Background: an optimization exercise with open tools, aiming at small area. Do not read the settings as production practice.
Function was checked by simulation only, so behaviour that the tests miss may differ from the original.
No activity file was given, so power comes from the tool's default toggle rates.

## lagoon
==> flow/design.v (excerpt) <==
module CannyEdge(dAddrRegRow, dAddrRegCol, bWE, bCE, InData, OutData,
	OPMode, bOPEnable, dReadReg, dWriteReg,	clk, rst_b);
Settings: LEC_CHECK=0, CAP_MARGIN=20, CORE_MARGIN=2, CORE_UTILIZATION=70, GPL_TIMING_DRIVEN=0, PLACE_DENSITY=0.8, SLEW_MARGIN=20; clock period 12.0 ns.
standard.sh (not shown) runs the stock make flow with config.mk's settings and CLKGATE_MAP_FILE= SYNTH_SCRIPT=/design/flow/synth_recipe.tcl, a recipe that flattens the netlist after the stock synthesis.
==> flow/flow/run.sh <==
#!/bin/bash
# Layout flow.
#  1. the standard synthesis (standard.sh synth).
#  2. The same synthesis script once more, with yosys synth's -noabc, so that
#     the full adders written in the RTL reach extract_fa unchanged (fewer
#     inverters), and with an area-oriented script (abc_map_area.script) for
#     the final ABC mapping. regmap.py checks that it has exactly the standard
#     synthesis's registers (paired by Q net, same cell types) and gives them
#     the standard instance names; if not, the standard netlist is used.
#  3. invopt.py removes inverters around full adders (same function, same
#     registers).
#  4. the standard layout from that netlist, with the port buffers made of
#     the smallest buffer and clock tree synthesis without dummy loads.
# Each tool's output goes to a log file of its own in this folder.
set -euo pipefail
R="$PWD/orfs/results/sky130hd/CannyEdge/base"
bash standard.sh synth > synth.log 2>&1
cp "$R/1_2_yosys.v" std_1_2_yosys.v
{
  sed -n '1p' synth_recipe.tcl | sed 's/yosys synth -nofsm -noshare /yosys synth -nofsm -noshare -noabc /'
  echo 'proc abc {args} {'
  echo '  set i [lsearch $args -script]'
  echo "  if { \$i >= 0 } { lset args [expr {\$i + 1}] $PWD/flow/abc_map_area.script }"
  echo '  yosys abc {*}$args'
  echo '}'
  sed -n '2,$p' synth_recipe.tcl
} > synth_noabc.tcl
sed -e "s|SYNTH_SCRIPT=[^ ]*|SYNTH_SCRIPT=$PWD/synth_noabc.tcl|" \
    -e "s|WORK_HOME=[^ ]*|WORK_HOME=$PWD/orfs_alt|" standard.sh > standard_alt.sh
SRC=std_1_2_yosys.v
if bash standard_alt.sh synth > synth_alt.log 2>&1 &&
   python3 flow/regmap.py std_1_2_yosys.v orfs_alt/results/sky130hd/CannyEdge/base/1_2_yosys.v alt_1_2_yosys.v > regmap.log 2>&1; then
  SRC=alt_1_2_yosys.v
fi
echo "netlist: $SRC" >> regmap.log
python3 flow/invopt.py "$SRC" "$R/1_2_yosys.v" > invopt.log 2>&1
rm -f "$R/1_synth.odb" "$R/1_synth.sdc"
export BUFFER_PORTS_ARGS="-buffer_cell sky130_fd_sc_hd__buf_1"
export CTS_ARGS="-sink_clustering_enable -repair_clock_nets -sink_clustering_size 14 -sink_clustering_max_diameter 80 -buf_list sky130_fd_sc_hd__clkbuf_8 -dont_use_dummy_load"
bash standard.sh > layout.log 2>&1
Other scripts of this flow, unchanged in this note and not shown: flow/flow/abc_map_area.script, flow/flow/invopt.py, flow/flow/regmap.py
lagoon: PASS, flow complete, no timing, DRC or antenna violations
Here is what was changed in the inputs of yarrow compared with lagoon.
-- flow/flow/run.sh --
<<< lagoon, line 38
export BUFFER_PORTS_ARGS="-buffer_cell sky130_fd_sc_hd__buf_1"
export CTS_ARGS="-sink_clustering_enable -repair_clock_nets -sink_clustering_size 14 -sink_clustering_max_diameter 80 -buf_list sky130_fd_sc_hd__clkbuf_8 -dont_use_dummy_load"
bash standard.sh > layout.log 2>&1
>>> yarrow, line 38
export BUFFER_PORTS_ARGS="-buffer_cell sky130_fd_sc_hd__buf_1"
export CTS_ARGS="-sink_clustering_enable -repair_clock_nets -sink_clustering_size 8 -sink_clustering_max_diameter 50 -buf_list sky130_fd_sc_hd__clkbuf_4 -dont_use_dummy_load"
bash standard.sh > layout.log 2>&1
-- flow/config.mk --
<<< lagoon, line 10
export CORE_UTILIZATION = 70
export GPL_TIMING_DRIVEN = 0
export PLACE_DENSITY = 0.8
>>> yarrow, line 10
export CORE_UTILIZATION = 70
export PLACE_DENSITY = 0.8
==> run notes <==
- In the tables for yarrow and lagoon, switching power of the nets reads higher with lagoon.
- The final clock period utilization by the worst path in yarrow was lower than what lagoon gave.
- Relative to lagoon, global-route usage increased by 2.3 points in yarrow.
- lagoon -> yarrow: routed wire length increased by a little under 10%
- yarrow against lagoon: switching share of total power shows an increase of 0.22 points, critical path depth fell by about 4%, sequential cell area share higher, core utilization dropped 0.42 points, sequential cell count roughly the same.
- yarrow against lagoon; power is down slightly.
- lagoon reports its cell type of the slowest stage on the worst timing path as sky130_fd_sc_hd__nand3_1 while yarrow reports sky130_fd_sc_hd__o22ai_2.

port drivers added, routing unchanged:
How much do the figures lean on ideal ports? The routed layouts below were timed once more, with nothing changed but the port constraints.
Step 1 (the two cells are an assumption about what drives the block):
set clk [get_ports {clk}]
set_driving_cell -lib_cell sky130_fd_sc_hd__clkbuf_16 $clk
set_driving_cell -lib_cell sky130_fd_sc_hd__buf_2 [delete_from_list [all_inputs] $clk]
Step 2 also shifts input and output timing later by t, the mid clock arrival at the registers, as if the neighbouring blocks saw the same clock.
a / b / c = ideal / step 1 / step 2; a / b = the first two.
run	shift t [ns]	setup slack, ns	clock arrival spread, ns
lagoon	0.585	0.409 / 0.421 / -0.164	0.079 / 0.080
yarrow	0.677	1.310 / 1.329 / 0.652	0.061 / 0.060
With both steps, setup timing fails in lagoon, where it was met with ideal ports. For yarrow, which loses most, drivers alone change the setup slack by +0.019 ns; drivers and shift together by -0.658 ns.
